Context: an optimization exercise on an open-source flow, tuned for small area, a short achievable clock period and few clock cycles per item. The choices shown serve that exercise and are no tape-out recipe.
Only simulation tests tie the RTL to the original design; equivalence was not proved.

==> flow/design.v, too long to show whole: its modules and the start of the top module <==
// module feature_engine: 35 lines
// module signal_sum: 18 lines
// module ema_hi_sel: 14 lines
// module signal_engine: 10 lines
// module fast_add: 41 lines
// module pg_gray: 3 lines
// module pg_black: 4 lines
// module fast_carry: 43 lines
// module risk_mul_tree: 2232 lines
// module booth_enc: 17 lines
// module booth_sel: 3 lines
// module booth_sel_n: 3 lines
// module full_add: 4 lines
// module half_add: 4 lines
// module quantsilicon_top: 156 lines
module quantsilicon_top (
    input  logic                clk,
    input  logic                rst_n,
    input  logic                in_valid,
    output logic                in_ready,
    input  logic signed [31:0]  price,        
    input  logic signed [31:0]  position,     
    input  logic signed [31:0]  beta,         
    output logic                out_valid,
    input  logic                out_ready,
    output logic signed [31:0]  signal_out,   
    output logic                allow_trade,
    output logic                kill_switch
);
  // ...
==> flow/flow/run.sh <==
#!/bin/bash
# Layout flow: the standard synthesis, then every cell set to its smallest
# drive strength, then the standard ORFS layout with timing repair aiming
# SETUP_SLACK_MARGIN ns below the clock period (cells on critical paths get
# upsized again) and buf_2 port buffers. Each tool's output goes to a log file
# of its own here.
set -euo pipefail
MARGIN=${MARGIN:-8}
bash standard.sh synth > synth.log 2>&1
R=$PWD/orfs/results/$FLOW_PLATFORM/quantsilicon_top/base
DS_IN=$R/1_synth.odb DS_OUT=$R/1_synth.odb \
  openroad -no_init -exit flow/downsize.tcl > downsize.log 2>&1
bash standard.sh SETUP_SLACK_MARGIN=$MARGIN \
  "BUFFER_PORTS_ARGS=-buffer_cell sky130_fd_sc_hd__buf_2" finish > layout.log 2>&1
==> flow/flow/downsize.tcl <==
# Set every cell of the synthesized netlist to the smallest drive strength of
# its type (same function and pins); the timing repair that follows upsizes
# the cells on critical paths again.
set db [ord::get_db]

read_db $::env(DS_IN)
set block [ord::get_db_block]

set n 0
foreach inst [$block getInsts] {
  set m [$inst getMaster]
  set name [$m getName]
  if {![regexp {^(sky130_fd_sc_hd__[a-z0-9]+)_([0-9]+)$} $name -> base drv]} { continue }
  if {[string match "*lpflow*" $name] || [string match "*probe*" $name]} { continue }
  set best $m
  set best_area [expr {[$m getWidth] * [$m getHeight]}]
  foreach d {0 1 2} {
    set cand ${base}_$d
    if {$cand eq $name} { continue }
    set cm [$db findMaster $cand]
    if {$cm eq "NULL"} { continue }
    set a [expr {[$cm getWidth] * [$cm getHeight]}]
    if {$a < $best_area} { set best $cm; set best_area $a }
  }
  if {$best ne $m} { $inst swapMaster $best; incr n }
}
puts "downsize: swapped $n instances"
write_db $::env(DS_OUT)
==> flow/standard.sh <==
#!/bin/bash
# synth_recipe.tcl (not shown) runs the flow's synth.tcl, then flattens the netlist and writes it again
# the make line also repeats each setting of config.mk as NAME=value (left out here)
make -C /OpenROAD-flow-scripts/flow DESIGN_CONFIG=/design/flow/config.mk WORK_HOME=/design/flow/orfs CLKGATE_MAP_FILE= SYNTH_SCRIPT=/design/flow/synth_recipe.tcl "${@:-finish}"
==> flow/config.mk <==
export PLATFORM = sky130hd
export DESIGN_NAME = quantsilicon_top
export DESIGN_NICKNAME = quantsilicon_top
export VERILOG_FILES = /design/flow/design.v
export SDC_FILE = /design/flow/constraint.sdc
export NUM_CORES = 4
export LEC_CHECK = 0
export CAP_MARGIN = 20
export CORE_MARGIN = 2
export CORE_UTILIZATION = 55
export CTS_CLUSTER_DIAMETER = 60
export CTS_CLUSTER_SIZE = 25
export SLEW_MARGIN = 20
export SYNTH_HIERARCHICAL = 1
export SYNTH_MINIMUM_KEEP_SIZE = 0
==> flow/constraint.sdc <==
create_clock -name core_clock -period 12.5 [get_ports {clk}]
set_input_delay 2.5000 -clock core_clock [delete_from_list [all_inputs] [get_ports {clk}]]
set_output_delay 2.5000 -clock core_clock [all_outputs]
set_load 0.01 [all_outputs]
==> impl_metrics.yaml, run 1 <==
layout:
  multi_input_area_share: 0.687
  n_clock_buffer: 43
  multi_input_area_sq_um: 27100
  most-common-layout-cells: "xnor2_1 (465), a22oi_1 (464), fa_1 (451)"
  fillers: 5380
  multi_input_cells: 2662
setup_path:
  cp_num_cells: 8
  rrSetupSlack_ns: 8.09
  crit_fanout: 34
  worstReg2RegEnd: "px_r[14]"
  timing.critical_path.from_type: "register"
  cp.buffers_inverters: 1
  endpoint_kind: "register"
timing:
  finalSetupViolCount: 0
  slew_viol_final: 0
  whs_ns: 0.364
  fin_skew_ns: 0.0286
  tightest_slew_ns: 1.05
status:
  status: "timing/DRC/antenna clean"
floorplan:
  die-area_sq_um: 67900
  rows: 94
  coreArea_sq_um: 65500
  io_pins: 136
routing:
  ant_nets: 0
clock_tree:
  postCtsHoldBufs: 0
  clock_sinks: 351
  cts_tree: "done"
synthesis:
  syn_area_per_cell_sq_um: 11.3
  synth_area_sq_um: 36200
grt:
  grt_pass1_wl_microns: 159000
placed_design:
  dp.cells: 4171
Testbench counts, summed over its fixed seeds: cycles 24,024, items 24,000.
==> module signal_engine, before the edit <==
module signal_engine (
    input  logic [31:0] px,
    input  logic [31:0] py,
    input  logic        pc,
    output logic        kill
);
    logic signed [31:0] expo;
    fast_add #(.W(32), .L(5)) u_add (.a(px), .b(py), .cin(pc), .s(expo), .co());
    assign kill = expo > fxp_pkg::LIMIT;
endmodule
==> module quantsilicon_top, before the edit <==
module quantsilicon_top (
    input  logic                clk,
    input  logic                rst_n,
    input  logic                in_valid,
    output logic                in_ready,
    input  logic signed [31:0]  price,        
    input  logic signed [31:0]  position,     
    input  logic signed [31:0]  beta,         
    output logic                out_valid,
    input  logic                out_ready,
    output logic signed [31:0]  signal_out,   
    output logic                allow_trade,
    output logic                kill_switch
);
    logic v0, v1;           
    logic rv0, rv1;         
    logic mv, sv;           
    logic rdy;              
    logic adv, acc, pop;
    assign adv       = ~sv;
    assign acc       = in_valid & adv;
    assign pop       = mv & out_ready;
    assign in_ready  = rdy;
    assign out_valid = mv;
    logic signed [31:0] prev, ema;
    logic signed [31:0] ret_r;
    always_ff @(posedge clk or negedge rst_n) begin
        if (!rst_n) begin
            prev <= 32'sd0;
            v0   <= 1'b0;
        end else if (adv) begin
            v0 <= in_valid;
            if (in_valid) prev <= price;
        end
    end
    logic signed [31:0] ret_d;
    fast_add #(.W(32), .L(5)) u_ret (.a(price), .b(~prev), .cin(1'b1), .s(ret_d), .co());
    always_ff @(posedge clk) begin
        if (adv) ret_r <= ret_d;
    end
    logic signed [31:0] ema_next, ret2_r;
    feature_engine u_feature (
        .ret      (ret_r),
        .ema      (ema),
        .ema_next (ema_next)
    );
    always_ff @(posedge clk or negedge rst_n) begin
        if (!rst_n) begin
            ema <= 32'sd0;
            v1  <= 1'b0;
        end else if (adv) begin
            v1 <= v0;
            if (v0) ema <= ema_next;
        end
    end
    always_ff @(posedge clk) begin
        if (adv) ret2_r <= ret_r;
    end
    logic signed [31:0] sig_in, sig_h, sig_s;
    logic               inc, sv_next;
    signal_sum u_sum (
        .ret        (ret2_r),
        .ema        (ema),
        .signal_out (sig_in)
    );
    assign inc     = v1 & adv;
    assign sv_next = sv ? ~pop : (inc & mv & ~pop);
    always_ff @(posedge clk or negedge rst_n) begin
        if (!rst_n) begin
            mv  <= 1'b0;
            sv  <= 1'b0;
            rdy <= 1'b1;
        end else begin
            if (~mv | pop) mv <= sv | inc;
            sv  <= sv_next;
            rdy <= ~sv_next;
        end
    end
    always_ff @(posedge clk) begin
        if (adv) sig_s <= sig_in;
        if (~mv | out_ready) sig_h <= sv ? sig_s : sig_in;
    end
    assign signal_out = sig_h;
    logic        [31:0] pos_r;
    logic        [15:0] one_d, two_d, neg_d, one_r, two_r, neg_r;
    logic               flip;
    assign flip = position[31] & (|position[30:0]);
    booth_enc u_enc (
        .b    (beta),
        .flip (flip),
        .one  (one_d),
        .two  (two_d),
        .neg  (neg_d)
    );
    always_ff @(posedge clk) begin
        pos_r <= position;
        one_r <= one_d;
        two_r <= two_d;
        neg_r <= neg_d;
    end
    logic        [47:0] mx, my;
    logic        [16:0] lo;
    logic        [31:0] px_r, py_r;
    logic               pc_r;
    risk_mul_tree u_mul (
        .a    (pos_r),
        .one  (one_r),
        .two  (two_r),
        .neg  (neg_r),
        .x    (mx),
        .y    (my)
    );
    fast_carry #(.W(16), .L(4)) u_lo (.a(mx[15:0]), .b(my[15:0]), .cin(1'b0), .co(lo[16]));
    assign lo[15:0] = '0;
    always_ff @(posedge clk) begin
        px_r <= mx[47:16];
        py_r <= my[47:16];
        pc_r <= lo[16];
    end
    logic kill_in;
    signal_engine u_risk_cmp (
        .px   (px_r),
        .py   (py_r),
        .pc   (pc_r),
        .kill (kill_in)
    );
    always_ff @(posedge clk or negedge rst_n) begin
        if (!rst_n) begin
            rv0 <= 1'b0;
            rv1 <= 1'b0;
        end else begin
            rv0 <= acc;
            rv1 <= rv0;
        end
    end
    logic [3:0] kf;
    logic [2:0] kn;         
    logic       wr;
    assign wr = rv1;
    always_ff @(posedge clk or negedge rst_n) begin
        if (!rst_n) kn <= 3'd0;
        else        kn <= kn + {2'b0, wr} - {2'b0, pop};
    end
    always_ff @(posedge clk) begin
        for (int i = 0; i < 4; i++) begin
            if (pop) begin
                if (wr && kn == 3'(i + 1)) kf[i] <= kill_in;
                else if (i < 3)            kf[i] <= kf[i + 1];
            end else if (wr && kn == 3'(i)) begin
                kf[i] <= kill_in;
            end
        end
    end
    assign kill_switch = kf[0];
    assign allow_trade = ~kf[0];
endmodule
==> inputs of run 2 (changes only) <==
--- a/flow/design.v
+++ b/flow/design.v
@@ -68,22 +68,35 @@
     assign hp1 = h0 + 5'd1;
     assign hp2 = h0 + 5'd2;
     assign hi = cin ? (wp ? h0  : (wn ? hp2 : hp1))
                     : (wp ? hm1 : (wn ? hp1 : h0));
 endmodule
 module signal_engine (
     input  logic [31:0] px,
     input  logic [31:0] py,
-    input  logic        pc,
+    input  logic [31:0] pz,
+    input  logic        pca,
+    input  logic        pcb,
     output logic        kill
 );
-    logic signed [31:0] expo;
-    fast_add #(.W(32), .L(5)) u_add (.a(px), .b(py), .cin(pc), .s(expo), .co());
-    assign kill = expo > fxp_pkg::LIMIT;
+    localparam logic [31:0] K = 32'hFFFFFFFF - fxp_pkg::LIMIT;    
+    logic [31:0] s, k, k2, s3, k3;
+    logic        c31, t32, v31, cu;
+    for (genvar i = 0; i < 32; i++) begin : g_csa
+        full_add u_fa (.a(px[i]), .b(py[i]), .c(pz[i]), .s(s[i]), .co(k[i]));
+    end
+    assign k2 = {k[30:0], pca};
+    fast_carry #(.W(31), .L(5)) u_c31 (.a(s[30:0]), .b(k2[30:0]), .cin(pcb), .co(c31));
+    assign v31 = s[31] ^ k2[31] ^ c31;                        
+    assign t32 = (s[31] & k2[31]) | ((s[31] ^ k2[31]) & c31);   
+    assign s3 = s ^ k2 ^ K;
+    assign k3 = (s & k2) | (s & K) | (k2 & K);
+    fast_carry #(.W(32), .L(5)) u_cu (.a(s3), .b({k3[30:0], 1'b0}), .cin(pcb), .co(cu));
+    assign kill = ~v31 & ((k3[31] & cu) | ((k3[31] ^ cu) & ~t32));
 endmodule
 module fast_add #(
     parameter int W = 32,
     parameter int L = 5             
 ) (
     input  logic [W-1:0] a,
     input  logic [W-1:0] b,
     input  logic         cin,
@@ -172,17 +185,18 @@
     assign co = g[L][0];
 endmodule
 module risk_mul_tree (
     input  logic [31:0] a,
     input  logic [15:0] one,
     input  logic [15:0] two,
     input  logic [15:0] neg,
     output logic [47:0] x,
-    output logic [47:0] y
+    output logic [47:0] y,
+    output logic [47:0] z
 );
     logic pp0_0;
     logic pp0_1;
     logic pp0_2;
     logic pp0_3;
     logic pp0_4;
     logic pp0_5;
     logic pp0_6;
@@ -1408,108 +1422,16 @@
     logic s763;
     logic c764;
     logic s765;
     logic c766;
     logic s767;
     logic c768;
     logic s769;
     logic c770;
-    logic s771;
-    logic c772;
-    logic s773;
-    logic c774;
-    logic s775;
-    logic c776;
-    logic s777;
-    logic c778;
-    logic s779;
-    logic c780;
-    logic s781;
-    logic c782;
-    logic s783;
-    logic c784;
-    logic s785;
-    logic c786;
-    logic s787;
-    logic c788;
-    logic s789;
-    logic c790;
-    logic s791;
-    logic c792;
-    logic s793;
-    logic c794;
-    logic s795;
-    logic c796;
-    logic s797;
-    logic c798;
-    logic s799;
-    logic c800;
-    logic s801;
-    logic c802;
-    logic s803;
-    logic c804;
-    logic s805;
-    logic c806;
-    logic s807;
-    logic c808;
-    logic s809;
-    logic c810;
-    logic s811;
-    logic c812;
-    logic s813;
-    logic c814;
-    logic s815;
-    logic c816;
-    logic s817;
-    logic c818;
-    logic s819;
-    logic c820;
-    logic s821;
-    logic c822;
-    logic s823;
-    logic c824;
-    logic s825;
-    logic c826;
-    logic s827;
-    logic c828;
-    logic s829;
-    logic c830;
-    logic s831;
-    logic c832;
-    logic s833;
-    logic c834;
-    logic s835;
-    logic c836;
-    logic s837;
-    logic c838;
-    logic s839;
-    logic c840;
-    logic s841;
-    logic c842;
-    logic s843;
-    logic c844;
-    logic s845;
-    logic c846;
-    logic s847;
-    logic c848;
-    logic s849;
-    logic c850;
-    logic s851;
-    logic c852;
-    logic s853;
-    logic c854;
-    logic s855;
-    logic c856;
-    logic s857;
-    logic c858;
-    logic s859;
-    logic c860;
-    logic s861;
-    logic c862;
     booth_sel u_pp0_0 (.one(one[0]), .two(two[0]), .neg(neg[0]), .a0(a[0]), .a1(1'b0), .p(pp0_0));
     booth_sel u_pp0_1 (.one(one[0]), .two(two[0]), .neg(neg[0]), .a0(a[1]), .a1(a[0]), .p(pp0_1));
     booth_sel u_pp0_2 (.one(one[0]), .two(two[0]), .neg(neg[0]), .a0(a[2]), .a1(a[1]), .p(pp0_2));
     booth_sel u_pp0_3 (.one(one[0]), .two(two[0]), .neg(neg[0]), .a0(a[3]), .a1(a[2]), .p(pp0_3));
     booth_sel u_pp0_4 (.one(one[0]), .two(two[0]), .neg(neg[0]), .a0(a[4]), .a1(a[3]), .p(pp0_4));
     booth_sel u_pp0_5 (.one(one[0]), .two(two[0]), .neg(neg[0]), .a0(a[5]), .a1(a[4]), .p(pp0_5));
     booth_sel u_pp0_6 (.one(one[0]), .two(two[0]), .neg(neg[0]), .a0(a[6]), .a1(a[5]), .p(pp0_6));
     booth_sel u_pp0_7 (.one(one[0]), .two(two[0]), .neg(neg[0]), .a0(a[7]), .a1(a[6]), .p(pp0_7));
@@ -2349,64 +2271,19 @@
     full_add u_s755 (.a(s651), .b(s653), .c(c648), .s(s755), .co(c756));
     full_add u_s757 (.a(s655), .b(s657), .c(c652), .s(s757), .co(c758));
     full_add u_s759 (.a(s659), .b(s661), .c(c656), .s(s759), .co(c760));
     full_add u_s761 (.a(s663), .b(s665), .c(c660), .s(s761), .co(c762));
     full_add u_s763 (.a(s667), .b(s669), .c(c664), .s(s763), .co(c764));
     full_add u_s765 (.a(s671), .b(s673), .c(c668), .s(s765), .co(c766));
     full_add u_s767 (.a(s675), .b(s677), .c(c672), .s(s767), .co(c768));
     full_add u_s769 (.a(s679), .b(s681), .c(c676), .s(s769), .co(c770));
-    half_add u_s771 (.a(pp0_2), .b(pp1_0), .s(s771), .co(c772));
-    half_add u_s773 (.a(pp0_3), .b(pp1_1), .s(s773), .co(c774));
-    full_add u_s775 (.a(pp2_0), .b(neg[2]), .c(s683), .s(s775), .co(c776));
-    full_add u_s777 (.a(pp2_1), .b(s685), .c(c684), .s(s777), .co(c778));
-    full_add u_s779 (.a(s519), .b(s687), .c(c686), .s(s779), .co(c780));
-    full_add u_s781 (.a(c520), .b(s689), .c(c688), .s(s781), .co(c782));
-    full_add u_s783 (.a(c522), .b(s691), .c(c690), .s(s783), .co(c784));
-    full_add u_s785 (.a(c526), .b(s693), .c(c692), .s(s785), .co(c786));
-    full_add u_s787 (.a(c530), .b(s695), .c(c694), .s(s787), .co(c788));
-    full_add u_s789 (.a(c534), .b(s697), .c(c696), .s(s789), .co(c790));
-    full_add u_s791 (.a(c538), .b(s699), .c(c698), .s(s791), .co(c792));
-    full_add u_s793 (.a(c542), .b(s701), .c(c700), .s(s793), .co(c794));
-    full_add u_s795 (.a(c546), .b(s703), .c(c702), .s(s795), .co(c796));
-    full_add u_s797 (.a(c550), .b(s705), .c(c704), .s(s797), .co(c798));
-    full_add u_s799 (.a(c554), .b(s707), .c(c706), .s(s799), .co(c800));
-    full_add u_s801 (.a(c558), .b(s709), .c(c708), .s(s801), .co(c802));
-    full_add u_s803 (.a(c562), .b(s711), .c(c710), .s(s803), .co(c804));
-    full_add u_s805 (.a(c566), .b(s713), .c(c712), .s(s805), .co(c806));
-    full_add u_s807 (.a(c570), .b(s715), .c(c714), .s(s807), .co(c808));
-    full_add u_s809 (.a(c574), .b(s717), .c(c716), .s(s809), .co(c810));
-    full_add u_s811 (.a(c578), .b(s719), .c(c718), .s(s811), .co(c812));
-    full_add u_s813 (.a(c582), .b(s721), .c(c720), .s(s813), .co(c814));
-    full_add u_s815 (.a(c586), .b(s723), .c(c722), .s(s815), .co(c816));
-    full_add u_s817 (.a(c590), .b(s725), .c(c724), .s(s817), .co(c818));
-    full_add u_s819 (.a(c594), .b(s727), .c(c726), .s(s819), .co(c820));
-    full_add u_s821 (.a(c598), .b(s729), .c(c728), .s(s821), .co(c822));
-    full_add u_s823 (.a(c602), .b(s731), .c(c730), .s(s823), .co(c824));
-    full_add u_s825 (.a(c606), .b(s733), .c(c732), .s(s825), .co(c826));
-    full_add u_s827 (.a(c610), .b(s735), .c(c734), .s(s827), .co(c828));
-    full_add u_s829 (.a(c614), .b(s737), .c(c736), .s(s829), .co(c830));
-    full_add u_s831 (.a(c618), .b(s739), .c(c738), .s(s831), .co(c832));
-    full_add u_s833 (.a(c622), .b(s741), .c(c740), .s(s833), .co(c834));
-    full_add u_s835 (.a(c626), .b(s743), .c(c742), .s(s835), .co(c836));
-    full_add u_s837 (.a(c630), .b(s745), .c(c744), .s(s837), .co(c838));
-    full_add u_s839 (.a(c634), .b(s747), .c(c746), .s(s839), .co(c840));
-    full_add u_s841 (.a(c638), .b(s749), .c(c748), .s(s841), .co(c842));
-    full_add u_s843 (.a(c642), .b(s751), .c(c750), .s(s843), .co(c844));
-    full_add u_s845 (.a(c646), .b(s753), .c(c752), .s(s845), .co(c846));
-    full_add u_s847 (.a(c650), .b(s755), .c(c754), .s(s847), .co(c848));
-    full_add u_s849 (.a(c654), .b(s757), .c(c756), .s(s849), .co(c850));
-    full_add u_s851 (.a(c658), .b(s759), .c(c758), .s(s851), .co(c852));
-    full_add u_s853 (.a(c662), .b(s761), .c(c760), .s(s853), .co(c854));
-    full_add u_s855 (.a(c666), .b(s763), .c(c762), .s(s855), .co(c856));
-    full_add u_s857 (.a(c670), .b(s765), .c(c764), .s(s857), .co(c858));
-    full_add u_s859 (.a(c674), .b(s767), .c(c766), .s(s859), .co(c860));
-    full_add u_s861 (.a(c678), .b(s769), .c(c768), .s(s861), .co(c862));
-    assign x = {s861, s859, s857, s855, s853, s851, s849, s847, s845, s843, s841, s839, s837, s835, s833, s831, s829, s827, s825, s823, s821, s819, s817, s815, s813, s811, s809, s807, s805, s803, s801, s799, s797, s795, s793, s791, s789, s787, s785, s783, s781, s779, s777, s775, s773, neg[1], pp0_1, pp0_0};
-    assign y = {c860, c858, c856, c854, c852, c850, c848, c846, c844, c842, c840, c838, c836, c834, c832, c830, c828, c826, c824, c822, c820, c818, c816, c814, c812, c810, c808, c806, c804, c802, c800, c798, c796, c794, c792, c790, c788, c786, c784, c782, c780, c778, c776, c774, c772, s771, 1'b0, neg[0]};
+    assign x = {c678, c674, c670, c666, c662, c658, c654, c650, c646, c642, c638, c634, c630, c626, c622, c618, c614, c610, c606, c602, c598, c594, c590, c586, c582, c578, c574, c570, c566, c562, c558, c554, c550, c546, c542, c538, c534, c530, c526, c522, c520, s519, pp2_1, pp2_0, pp0_3, pp0_2, pp0_1, pp0_0};
+    assign y = {s769, s767, s765, s763, s761, s759, s757, s755, s753, s751, s749, s747, s745, s743, s741, s739, s737, s735, s733, s731, s729, s727, s725, s723, s721, s719, s717, s715, s713, s711, s709, s707, s705, s703, s701, s699, s697, s695, s693, s691, s689, s687, s685, neg[2], pp1_1, pp1_0, 1'b0, neg[0]};
+    assign z = {c768, c766, c764, c762, c760, c758, c756, c754, c752, c750, c748, c746, c744, c742, c740, c738, c736, c734, c732, c730, c728, c726, c724, c722, c720, c718, c716, c714, c712, c710, c708, c706, c704, c702, c700, c698, c696, c694, c692, c690, c688, c686, c684, s683, 1'b0, neg[1], 1'b0, 1'b0};
 endmodule
 module booth_enc (
     input  logic [31:0] b,
     input  logic        flip,
     output logic [15:0] one,
     output logic [15:0] two,
     output logic [15:0] neg
 );
@@ -2529,40 +2406,47 @@
         .neg  (neg_d)
     );
     always_ff @(posedge clk) begin
         pos_r <= position;
         one_r <= one_d;
         two_r <= two_d;
         neg_r <= neg_d;
     end
-    logic        [47:0] mx, my;
-    logic        [16:0] lo;
-    logic        [31:0] px_r, py_r;
-    logic               pc_r;
+    logic        [47:0] mx, my, mz;
+    logic        [15:0] ls, lk;
+    logic        [31:0] px_r, py_r, pz_r;
+    logic               pca_r, pcb_r, pcb;
     risk_mul_tree u_mul (
         .a    (pos_r),
         .one  (one_r),
         .two  (two_r),
         .neg  (neg_r),
         .x    (mx),
-        .y    (my)
+        .y    (my),
+        .z    (mz)
     );
-    fast_carry #(.W(16), .L(4)) u_lo (.a(mx[15:0]), .b(my[15:0]), .cin(1'b0), .co(lo[16]));
-    assign lo[15:0] = '0;
+    for (genvar i = 0; i < 16; i++) begin : g_lo
+        full_add u_fa (.a(mx[i]), .b(my[i]), .c(mz[i]), .s(ls[i]), .co(lk[i]));
+    end
+    fast_carry #(.W(16), .L(4)) u_lo (.a(ls), .b({lk[14:0], 1'b0}), .cin(1'b0), .co(pcb));
     always_ff @(posedge clk) begin
-        px_r <= mx[47:16];
-        py_r <= my[47:16];
-        pc_r <= lo[16];
+        px_r  <= mx[47:16];
+        py_r  <= my[47:16];
+        pz_r  <= mz[47:16];
+        pca_r <= lk[15];
+        pcb_r <= pcb;
     end
     logic kill_in;
     signal_engine u_risk_cmp (
         .px   (px_r),
         .py   (py_r),
-        .pc   (pc_r),
+        .pz   (pz_r),
+        .pca  (pca_r),
+        .pcb  (pcb_r),
         .kill (kill_in)
     );
     always_ff @(posedge clk or negedge rst_n) begin
         if (!rst_n) begin
             rv0 <= 1'b0;
             rv1 <= 1'b0;
         end else begin
             rv0 <= acc;
==> flow/flow/run.sh (replaced) <==
#!/bin/bash
# Layout flow: the standard synthesis, then every cell set to its smallest
# drive strength, then the standard ORFS layout with timing repair aiming
# SETUP_SLACK_MARGIN ns below the clock period (cells on critical paths get
# upsized again) and buf_2 port buffers. Each tool's output goes to a log file
# of its own here.
set -euo pipefail
MARGIN=${MARGIN:-8.6}
bash standard.sh synth > synth.log 2>&1
R=$PWD/orfs/results/$FLOW_PLATFORM/quantsilicon_top/base
DS_IN=$R/1_synth.odb DS_OUT=$R/1_synth.odb \
  openroad -no_init -exit flow/downsize.tcl > downsize.log 2>&1
bash standard.sh SETUP_SLACK_MARGIN=$MARGIN \
  "BUFFER_PORTS_ARGS=-buffer_cell sky130_fd_sc_hd__buf_2" finish > layout.log 2>&1
==> run 2 against run 1 <==
- count of clock-buffer cells in the layout up 1
- critical path type unchanged
- still clean on timing, DRC and antenna
- utilization is 2.8 points higher
- largest cell class unchanged
- final cell count rose by 6.8%
==> impl_metrics.yaml, run 2 <==
status:
  status: "timing/DRC/antenna clean"
grt:
  grt_max_degree: 67
  grt_usage: 0.294
  gr-total-overflow: 0
  first_global_vias: 29400
  antenna_found_initial: 1
  grt_pass1_wl_microns: 163000
setup_path:
  crit_fanout: 6
  endpoint_kind: "register"
  required_ns: 13.00
  crit_path_max_incr_delay_ns: 0.51
  cp.buffers_inverters: 1
  critical_path_arrival_ns: 4.42
  crit_type: "reg2reg"
  crit_top_cell: "fa_1"
  cp_slowest_cell: "fa_1"
  cp_top_family: "adder cells"
  crit_path_cell_trace: "buf_12, a22oi_2, xnor2_2, fa_1, fa_1, fa_1, fa_1, ha_1, and2_1, and2_1, and2_1, a21o_1"
  timing.critical_path.from_type: "register"
routing:
  routed_wl_microns: 109000
  ant_nets: 0
  drc: 0
  vias: 27700
  post_drt_wl_per_cell_microns: 24.2
  drt-initial-drc-count: 2516
  dr.pass1.iters: 7
  viasPerCell: 6.14
timing:
  rsz0062_at_grt: "true"
  finalHoldViolCount: 0
  whs_ns: 0.358
  finalSetupViolCount: 0
  slew_viol_final: 0
  fmax_ghz: 0.255
  maxSlewHeadroom: 0.266
  setup_tns_ns: 0
  fin_crit_sh: 0.314
  min_period_ns: 3.92
  tightest_slew_ns: 1.10
  fin_skew_ns: 0.0430
floorplan:
  die-area_sq_um: 71200
  start_util: 0.555
  rows: 96
  coreArea_sq_um: 68500
  io_pins: 136
  fp.dieW_microns: 267
  die_h_microns: 267
clock_tree:
  root_buffer: "clkbuf_16"
  cts_buffers: 41
  cts_tree: "done"
  clockBufferDepth: 3
  path_clk_slew_ns: 0.09
  insertion_delay_ns: 0.60
  clock_sinks: 384
  htree_levels: 2
layout:
  antenna_cells: 0
  final_common_cell: "xnor2_1"
  area_growth_pct: 13.7
  drive_gt1_frac: 0.130
  most-common-layout-cells: "xnor2_1 (459), fa_1 (454), a22oi_1 (445)"
  nets: 4467
placed_design:
  gp_congestion: 0.877
  post-dp-hpwl_microns: 70800
  port_buffers: 135
synthesis:
  syn_inst: 3426
  syn_area_per_cell_sq_um: 11.1
  synth_warnings: 33
  synth_area_sq_um: 38000
min_path:
  min_path_type: "reg2reg"
flow_run:
  drv_cap: 0
-- run 2: stage by stage --
| stage | instance area (sq um) | setup slack, ns | cells | utilization |
|---|---|---|---|---|
| after floorplan | 38100 | 8.18 | 3450 | - |
| after global placement | 39800 | 7.84 | 4359 | 0.581 |
| after detailed placement | 39800 | 7.80 | 4359 | 0.581 |
| after CTS | 41500 | 8.39 | 4444 | 0.607 |
| after global routing | 43200 | 8.46 | 4522 | 0.631 |
| final | 43200 | 8.58 | 4522 | 0.631 |
-- run 2: final timing paths --
kind / from / end / slack (ns) / cells past startpoint
min: rv0 / rv1 / 0.36 / 0
min reg2reg: rv0 / rv1 / 0.36 / 0
max: pos_r[9] / pcb_r / 8.58 / 12
min in group asynchronous: rst_n / prev[2] / 1.89 / 1
max reg2reg: pos_r[9] / pcb_r / 8.58 / 12
max in group asynchronous: rst_n / sv / 9.57 / 2
-- run 2: timing repair --
action	4_1_cts	5_1_grt
hold buffers	0	0
endpoints found under the setup margin	48	45
pin swaps	10	45
setup buffers	9	59
gates cloned	1	18
gates resized for setup	63	143
-- run 2: area by class of cell --
| cell class | instances | area (sq um) |
|---|---|---|
| clock buffer | 44 | 1060 |
| clock inverter | 31 | 434 |
| fill | 5444 | 25300 |
| inverter | 214 | 807 |
| multi-input combinational | 2687 | 27900 |
| sequential | 384 | 9210 |
| tap | 882 | 1100 |
| timing repair buffer | 280 | 2650 |
-- run 2: per-layer routing --
metal	vias up	track usage	part of all wire
met5	-	0	0
met4	0	0.117	0.050
met2	1404	0.507	0.47
li1	12200	-	-
met1	13800	0.365	0.39
met3	367	0.0540	0.090
Testbench counts of run 2, summed over its fixed seeds: cycles 24,024, items 24,000.
==> inputs of run 3 (changes only) <==
--- a/flow/flow/run.sh
+++ b/flow/flow/run.sh
@@ -5,7 +5,7 @@
 # upsized again) and buf_2 port buffers. Each tool's output goes to a log file
 # of its own here.
 set -euo pipefail
-MARGIN=${MARGIN:-8.6}
+MARGIN=${MARGIN:-8.4}
 bash standard.sh synth > synth.log 2>&1
 R=$PWD/orfs/results/$FLOW_PLATFORM/quantsilicon_top/base
 DS_IN=$R/1_synth.odb DS_OUT=$R/1_synth.odb \
==> run 3 against run 2 <==
- design area fell by 3.1%
- die area is the same
- wire length fell by 3.7%
- synthesized cell count did not move
- global-route usage grew 0.27 points
==> impl_metrics.yaml, run 3 <==
layout:
  final_common_cell: "xnor2_1"
  fillers: 5702
  nets: 4398
  fin_cells: 4452
  most-common-layout-cells: "xnor2_1 (465), a22oi_1 (464), fa_1 (456)"
  fin_area_sq_um: 41900
  area_growth_pct: 10.2
  utilization: 0.611
  drive_gt1_frac: 0.0950
synthesis:
  synth_warnings: 33
  synth_area_sq_um: 38000
  syn_inst: 3426
  syn_area_per_cell_sq_um: 11.1
grt:
  gr-total-overflow: 0
  grt_pass1_wl_microns: 163000
  antenna_found_initial: 1
  grt_max_degree: 67
  grt_usage: 0.297
  first_global_vias: 29100
routing:
  dr.pass1.iters: 6
  vias: 27200
  ant_nets: 0
  post_drt_wl_per_cell_microns: 23.7
  drt-initial-drc-count: 2037
  routed_wl_microns: 105000
  viasPerCell: 6.11
  drc: 0
timing:
  tightest_slew_ns: 1.27
  rsz0062_at_grt: "true"
  fin_crit_sh: 0.326
  finalHoldViolCount: 0
  maxSlewHeadroom: 0.154
  slew_viol_final: 0
  setup_tns_ns: 0
  finalSetupViolCount: 0
  min_period_ns: 4.07
  fmax_ghz: 0.246
  fin_skew_ns: 0.0280
clock_tree:
  path_clk_slew_ns: 0.07
  postCtsHoldBufs: 0
  cts_tree: "done"
  clockBufferDepth: 3
  cts_buffers: 39
  root_buffer: "clkbuf_16"
  htree_levels: 2
  insertion_delay_ns: 0.60
  clock_sinks: 384
setup_path:
  crit_path_max_incr_delay_ns: 0.61
  crit_path_cell_trace: "buf_4, a22oi_1, xnor2_1, ha_1, fa_1, fa_1, fa_1, ha_1, and2_1, and2_1, and2_1, a21o_1"
  required_ns: 12.99
  critical_path_arrival_ns: 4.56
  timing.critical_path.from_type: "register"
  endpoint_kind: "register"
  crit_type: "reg2reg"
  cp_slowest_cell: "fa_1"
  crit_fanout: 33
floorplan:
  io_pins: 136
  coreArea_sq_um: 68500
  start_util: 0.555
  rows: 96
  die-area_sq_um: 71200
  die_h_microns: 267
  fp.dieW_microns: 267
flow_run:
  drv_cap: 0
placed_design:
  post-dp-hpwl_microns: 71300
  gp_congestion: 0.877
  placed_cell_area_sq_um: 39800
  dp.cells: 4361
  port_buffers: 135
status:
  status: "timing/DRC/antenna clean"
min_path:
  min_path_type: "reg2reg"
-- run 3: metal layers --
layer | global-route usage | wire (microns) | vias up
met5 | 0 | 0 | -
met4 | 0.109 | 3600 | 0
met3 | 0.0590 | 8220 | 266
met2 | 0.507 | 51200 | 1213
met1 | 0.372 | 42300 | 13600
li1 | - | - | 12100
-- run 3: final cells by class --
class | count | area, sq um | area share
Antenna cell | 1 | 2.50 | 0.0000598
Clock buffer | 48 | 1070 | 0.0256
Clock inverter | 23 | 338 | 0.00807
Inverter | 214 | 803 | 0.0192
Multi-Input combinational cell | 2687 | 27700 | 0.662
Sequential cell | 384 | 9130 | 0.218
Tap cell | 882 | 1100 | 0.0264
Timing Repair Buffer | 213 | 1720 | 0.0410
-- run 3: critical path: cells and delay by family, from the launching register on --
family / cells / cell delay (ns)
and+or+nand+nor: 3 / 0.48
adders and majority gates: 5 / 2.21
DFF: 1 / 0.31
xor gates and xnor gates: 1 / 0.16
AOI/OAI and AO/OA: 2 / 0.36
buffers and inverters: 1 / 0.44
-- run 3: stage by stage --
step / setup slack [ns] / hold WS (ns)
final: 8.43 / 0.359
after CTS: 8.40 / 0.360
after floorplan: 8.18 / 0.331
after detailed placement: 7.78 / 0.339
after global placement: 7.84 / 0.342
after global routing: 8.34 / 0.362
-- run 3: repair_timing --
item	4_1_cts	5_1_grt
cloned	2	7
gates resized for setup	70	31
setup endpoints to repair	28	39
setup buffers	5	4
pin swaps	1	10
-- run 3: final timing paths --
| kind | startpoint | to | depth (start not counted) | slack, ns |
|---|---|---|---|---|
| worst max-delay path | one_r[6] | pcb_r | 12 | 8.43 |
| worst min register to register | rv0 | rv1 | 0 | 0.36 |
| worst min-delay path | rv0 | rv1 | 0 | 0.36 |
| worst max register to register | one_r[6] | pcb_r | 12 | 8.43 |
| max in group asynchronous | rst_n | sv | 2 | 9.58 |
| min in group asynchronous | rst_n | prev[0] | 1 | 1.81 |
==> inputs of run 4 (changes only) <==
--- a/flow/flow/run.sh
+++ b/flow/flow/run.sh
@@ -5,7 +5,7 @@
 # upsized again) and buf_2 port buffers. Each tool's output goes to a log file
 # of its own here.
 set -euo pipefail
-MARGIN=${MARGIN:-8.4}
+MARGIN=${MARGIN:-8.5}
 bash standard.sh synth > synth.log 2>&1
 R=$PWD/orfs/results/$FLOW_PLATFORM/quantsilicon_top/base
 DS_IN=$R/1_synth.odb DS_OUT=$R/1_synth.odb \
--- a/flow/config.mk
+++ b/flow/config.mk
@@ -7,7 +7,7 @@
 export LEC_CHECK = 0
 export CAP_MARGIN = 20
 export CORE_MARGIN = 2
-export CORE_UTILIZATION = 55
+export CORE_UTILIZATION = 70
 export CTS_CLUSTER_DIAMETER = 60
 export CTS_CLUSTER_SIZE = 25
 export SLEW_MARGIN = 20
==> run 4 against run 3 <==
- count of clock-buffer cells in the layout decreased by 15
- sequential share of layout area increased by 0.21 points
- first-iteration DRC count increased by 59%
- final cell count decreased by 4.3%
- utilization increased by 16 points
- critical path type unchanged
- highest routed layer unchanged
==> impl_metrics.yaml, run 4 <==
grt:
  grt_pass1_wl_microns: 158000
  first_global_vias: 29600
  antenna_found_initial: 0
  gr-total-overflow: 0
  grt_max_degree: 67
  grt_usage: 0.359
timing:
  fin_crit_sh: 0.328
  whs_ns: 0.356
  fmax_ghz: 0.244
  maxSlewHeadroom: 0.261
  slew_viol_final: 0
  tightest_slew_ns: 1.11
  finalSetupViolCount: 0
  setup_tns_ns: 0
  rsz0062_at_grt: "true"
  min_period_ns: 4.10
  finalHoldViolCount: 0
  fin_skew_ns: 0.0362
layout:
  utilization: 0.772
  fin_area_sq_um: 41400
  nets: 4400
  multi_input_area_sq_um: 27700
  final_common_cell: "xnor2_1"
  fillers: 3489
  area_growth_pct: 9.08
  seqCellArea_sq_um: 9130
  most-common-layout-cells: "xnor2_1 (465), a22oi_1 (463), fa_1 (455)"
  antenna_cells: 0
  drive_gt1_frac: 0.0971
  fin_cells: 4261
setup_path:
  required_ns: 13.02
  critical_path_arrival_ns: 4.61
  cp_slowest_cell: "fa_2"
  ff2ff_path_depth: 11
  crit_type: "reg2reg"
  timing.critical_path.from_type: "register"
  cp_num_cells: 11
  endpoint_kind: "register"
  cp.buffers_inverters: 1
  crit_path_cell_trace: "buf_4, xnor2_1, ha_1, fa_2, fa_1, fa_1, ha_1, and2_1, and2_1, and2_1, a21o_1"
  cp_top_family: "adder cells"
  crit_fanout: 34
  crit_top_cell: "and2_1"
  crit_path_max_incr_delay_ns: 0.61
floorplan:
  io_pins: 136
  start_util: 0.707
  fp.dieW_microns: 237
  die-area_sq_um: 56200
  coreArea_sq_um: 53700
  die_h_microns: 237
  rows: 85
clock_tree:
  htree_levels: 1
  cts_buffers: 31
  clockBufferDepth: 3
  clock_sinks: 384
  root_buffer: "clkbuf_16"
  path_clk_slew_ns: 0.09
  cts_tree: "done"
  postCtsHoldBufs: 0
  insertion_delay_ns: 0.61
routing:
  vias: 28100
  drt-initial-drc-count: 3231
  routed_wl_microns: 101000
  post_drt_wl_per_cell_microns: 23.8
  dr.pass1.iters: 10
  viasPerCell: 6.59
  ant_nets: 0
  drc: 0
synthesis:
  synth_warnings: 33
  syn_area_per_cell_sq_um: 11.1
  syn_inst: 3426
  synth_area_sq_um: 38000
min_path:
  min_path_cells: 0
  min_path_type: "reg2reg"
placed_design:
  gp_congestion: 0.913
  port_buffers: 135
  placed_cell_area_sq_um: 39600
  post-dp-hpwl_microns: 68400
  dp.cells: 4183
status:
  status: "timing/DRC/antenna clean"
flow_run:
  drv_cap: 0
-- run 4: path summary, 6_finish.rpt --
kind	from	to	slack, ns
setup reg to reg	neg_r[6]	pcb_r	8.40
hold reg to reg	rv0	rv1	0.36
setup / recovery	neg_r[6]	pcb_r	8.40
hold / removal	rv0	rv1	0.36
max in group asynchronous	rst_n	sv	9.51
min in group asynchronous	rst_n	prev[8]	1.72
-- run 4: what timing repair did --
item,CTS,global route
gates resized for setup,70,49
setup buffers,8,3
pin swaps,4,35
cloned,4,6
endpoints found under the setup margin,41,39
-- run 4: worst reg2reg max path, cell delays in order, from the launching register on --
cell and delay [ns]:
dfxtp_2 0.32, buf_4 0.57, xnor2_1 0.20, ha_1 0.36
fa_2 0.61, fa_1 0.46, fa_1 0.48, ha_1 0.33
and2_1 0.17, and2_1 0.16, and2_1 0.16, a21o_1 0.17
-- run 4: final cells by class --
cell class,instances,share of cell area
inverter,214,0.0194
clock inverter,24,0.00649
multi-input combinational,2687,0.669
timing repair buffer,223,0.0444
tap,696,0.0210
sequential,384,0.220
clock buffer,33,0.0194
-- run 4: metrics by stage --
stage	setup WS [ns]
2_1_floorplan	8.18
3_3_place_gp	7.82
3_5_place_dp	7.78
4_1_cts	8.41
5_1_grt	8.37
6_report	8.40
-- run 4: metal layers --
metal	GRT usage	wire length (microns)
met3	0.0796	9960
met5	0	0
met4	0.164	4880
met2	0.608	48900
met1	0.439	37600
==> inputs of run 5 (changes only) <==
--- a/flow/flow/run.sh
+++ b/flow/flow/run.sh
@@ -5,7 +5,7 @@
 # upsized again) and buf_2 port buffers. Each tool's output goes to a log file
 # of its own here.
 set -euo pipefail
-MARGIN=${MARGIN:-8.5}
+MARGIN=${MARGIN:-8.6}
 bash standard.sh synth > synth.log 2>&1
 R=$PWD/orfs/results/$FLOW_PLATFORM/quantsilicon_top/base
 DS_IN=$R/1_synth.odb DS_OUT=$R/1_synth.odb \
--- a/flow/config.mk
+++ b/flow/config.mk
@@ -7,7 +7,7 @@
 export LEC_CHECK = 0
 export CAP_MARGIN = 20
 export CORE_MARGIN = 2
-export CORE_UTILIZATION = 70
+export CORE_UTILIZATION = 65
 export CTS_CLUSTER_DIAMETER = 60
 export CTS_CLUSTER_SIZE = 25
 export SLEW_MARGIN = 20
==> run 5 against run 4 <==
- synthesized area unchanged
- first-iteration DRC count is 17% lower
- final cell count up 2.5%
- sequential share of layout area decreased by 0.31 points
- critical endpoint unchanged
==> impl_metrics.yaml, run 5 <==
min_path:
  min_path_type: "reg2reg"
placed_design:
  port_buffers: 135
  gp_congestion: 0.903
  post-dp-hpwl_microns: 68800
timing:
  fmax_ghz: 0.253
  finalHoldViolCount: 0
  min_period_ns: 3.96
  finalSetupViolCount: 0
  maxSlewHeadroom: 0.236
  setup_tns_ns: 0
  tightest_slew_ns: 1.14
  fin_crit_sh: 0.317
  rsz0062_at_grt: "true"
  fin_skew_ns: 0.0211
  slew_viol_final: 0
routing:
  vias: 28100
  dr_wl_met2_microns: 49800
  highest_layer: "met5"
  drc: 0
  wl_met1_microns: 39300
  dr.pass1.iters: 9
  drt-initial-drc-count: 2684
  post_drt_wl_per_cell_microns: 24.1
  routed_wl_microns: 105000
  viasPerCell: 6.44
  wl_met3_microns: 10700
  ant_nets: 0
setup_path:
  timing.critical_path.from_type: "register"
  critical_path_arrival_ns: 4.45
  crit_type: "reg2reg"
  cp_slowest_cell: "fa_1"
  required_ns: 12.99
  crit_fanout: 16
  endpoint_kind: "register"
  crit_top_cell: "fa_1"
  crit_path_max_incr_delay_ns: 0.59
  crit_path_cell_trace: "buf_12, a22oi_2, xnor2_2, fa_1, fa_1, fa_1, fa_1, ha_1, and2_4, and2_1, and2_1, a21o_1"
clock_tree:
  root_buffer: "clkbuf_16"
  htree_levels: 2
  cts_buffers: 36
  path_clk_slew_ns: 0.08
  clockBufferDepth: 3
  postCtsHoldBufs: 0
  insertion_delay_ns: 0.59
  cts_tree: "done"
  clock_sinks: 384
grt:
  antenna_found_initial: 2
  grt_max_degree: 67
  grt_usage: 0.343
  first_global_vias: 29800
  gr-total-overflow: 0
  grt_pass1_wl_microns: 161000
status:
  status: "timing/DRC/antenna clean"
floorplan:
  io_pins: 136
  die_h_microns: 246
  coreArea_sq_um: 57700
  start_util: 0.659
  rows: 88
  fp.dieW_microns: 246
  die-area_sq_um: 60400
synthesis:
  syn_area_per_cell_sq_um: 11.1
  synth_area_sq_um: 38000
  synth_warnings: 33
  syn_inst: 3426
layout:
  drive_gt1_frac: 0.119
  final_common_cell: "xnor2_1"
  area_growth_pct: 11.4
  most-common-layout-cells: "xnor2_1 (459), a22oi_1 (452), fa_1 (450)"
  nets: 4433
flow_run:
  drv_cap: 0
-- run 5: path summary, 6_finish.rpt --
kind,start,endpoint,slack (ns),cells after the start
max in group asynchronous,rst_n,sv,9.52,2
worst max register to register,pos_r[6],pcb_r,8.54,12
min in group asynchronous,rst_n,prev[5],1.82,1
worst max-delay path,pos_r[6],pcb_r,8.54,12
worst min register to register,rv0,rv1,0.36,0
worst min-delay path,rv0,rv1,0.36,0
-- run 5: final cells by class --
cell class / instances / area [sq um]
Multi-Input combinational cell: 2687 / 27900
Fill cell: 4018 / 15400
Sequential cell: 384 / 9190
Timing Repair Buffer: 251 / 2270
Tap cell: 765 / 957
Clock buffer: 41 / 930
Inverter: 214 / 807
Clock inverter: 25 / 268
Antenna cell: 1 / 2.50
-- run 5: layer usage --
| layer | up-vias | track usage |
|---|---|---|
| li1 | 12200 | - |
| met1 | 13900 | 0.421 |
| met2 | 1640 | 0.578 |
| met3 | 419 | 0.0820 |
| met4 | 6 | 0.151 |
| met5 | - | 0 |
-- run 5: timing repair --
item | CTS | global route
buffers inserted | 12 | 25
cloned | 3 | 16
gates resized for setup | 82 | 109
pin swaps | 22 | 40
endpoints found under the setup margin | 47 | 40
-- run 5: metrics by stage --
stage          utilization  std cells  area, sq um  hold WS [ns]  setup slack [ns]
3_5_place_dp         0.687       4245        39600         0.345              7.76
5_1_grt              0.733       4367        42300         0.375              8.47
4_1_cts              0.716       4326        41300         0.363              8.44
2_1_floorplan            -       3450        38100         0.331              8.18
3_3_place_gp         0.687       4245        39600         0.341              7.81
6_report             0.733       4368        42300         0.361              8.54
-- run 5: worst max-delay path, delay by kind of cell, from the launching register on --
family / cells / cell delay, ns
fa+ha+maj: 5 / 2.34
simple gates: 3 / 0.48
flops: 1 / 0.39
compound gates: 2 / 0.36
buf+inv: 1 / 0.17
xor+xnor: 1 / 0.11

## re-timing with driven ports
The flow's constraints put no driver on any port. The routed layouts listed below were extracted and timed again, unchanged, in two steps.
Step 1 assumes that a clkbuf_16 drives the clock port and a buf_2 every other input.
Step 2 also shifts input and output timing later by t, the mid clock arrival at the registers, as if the neighbouring blocks saw the same clock.
a / b / c = ideal / step 1 / step 2; a / b = the first two.
| run | t, ns | setup slack, ns | latest minus earliest clock arrival (ns) |
|---|---|---|---|
| run 1 | 0.633 | 8.090 / 8.090 / 7.678 | 0.031 / 0.031 |
| run 2 | 0.649 | 8.576 / 8.576 / 7.986 | 0.043 / 0.043 |
| run 3 | 0.649 | 8.431 / 8.431 / 7.829 | 0.032 / 0.032 |
| run 4 | 0.657 | 8.402 / 8.402 / 7.817 | 0.036 / 0.037 |
| run 5 | 0.644 | 8.540 / 8.540 / 7.951 | 0.026 / 0.026 |
After both steps setup and hold are still met in every run listed. For run 3, which loses most, drivers alone change the setup slack by 0.000 ns; drivers and shift together by -0.602 ns.
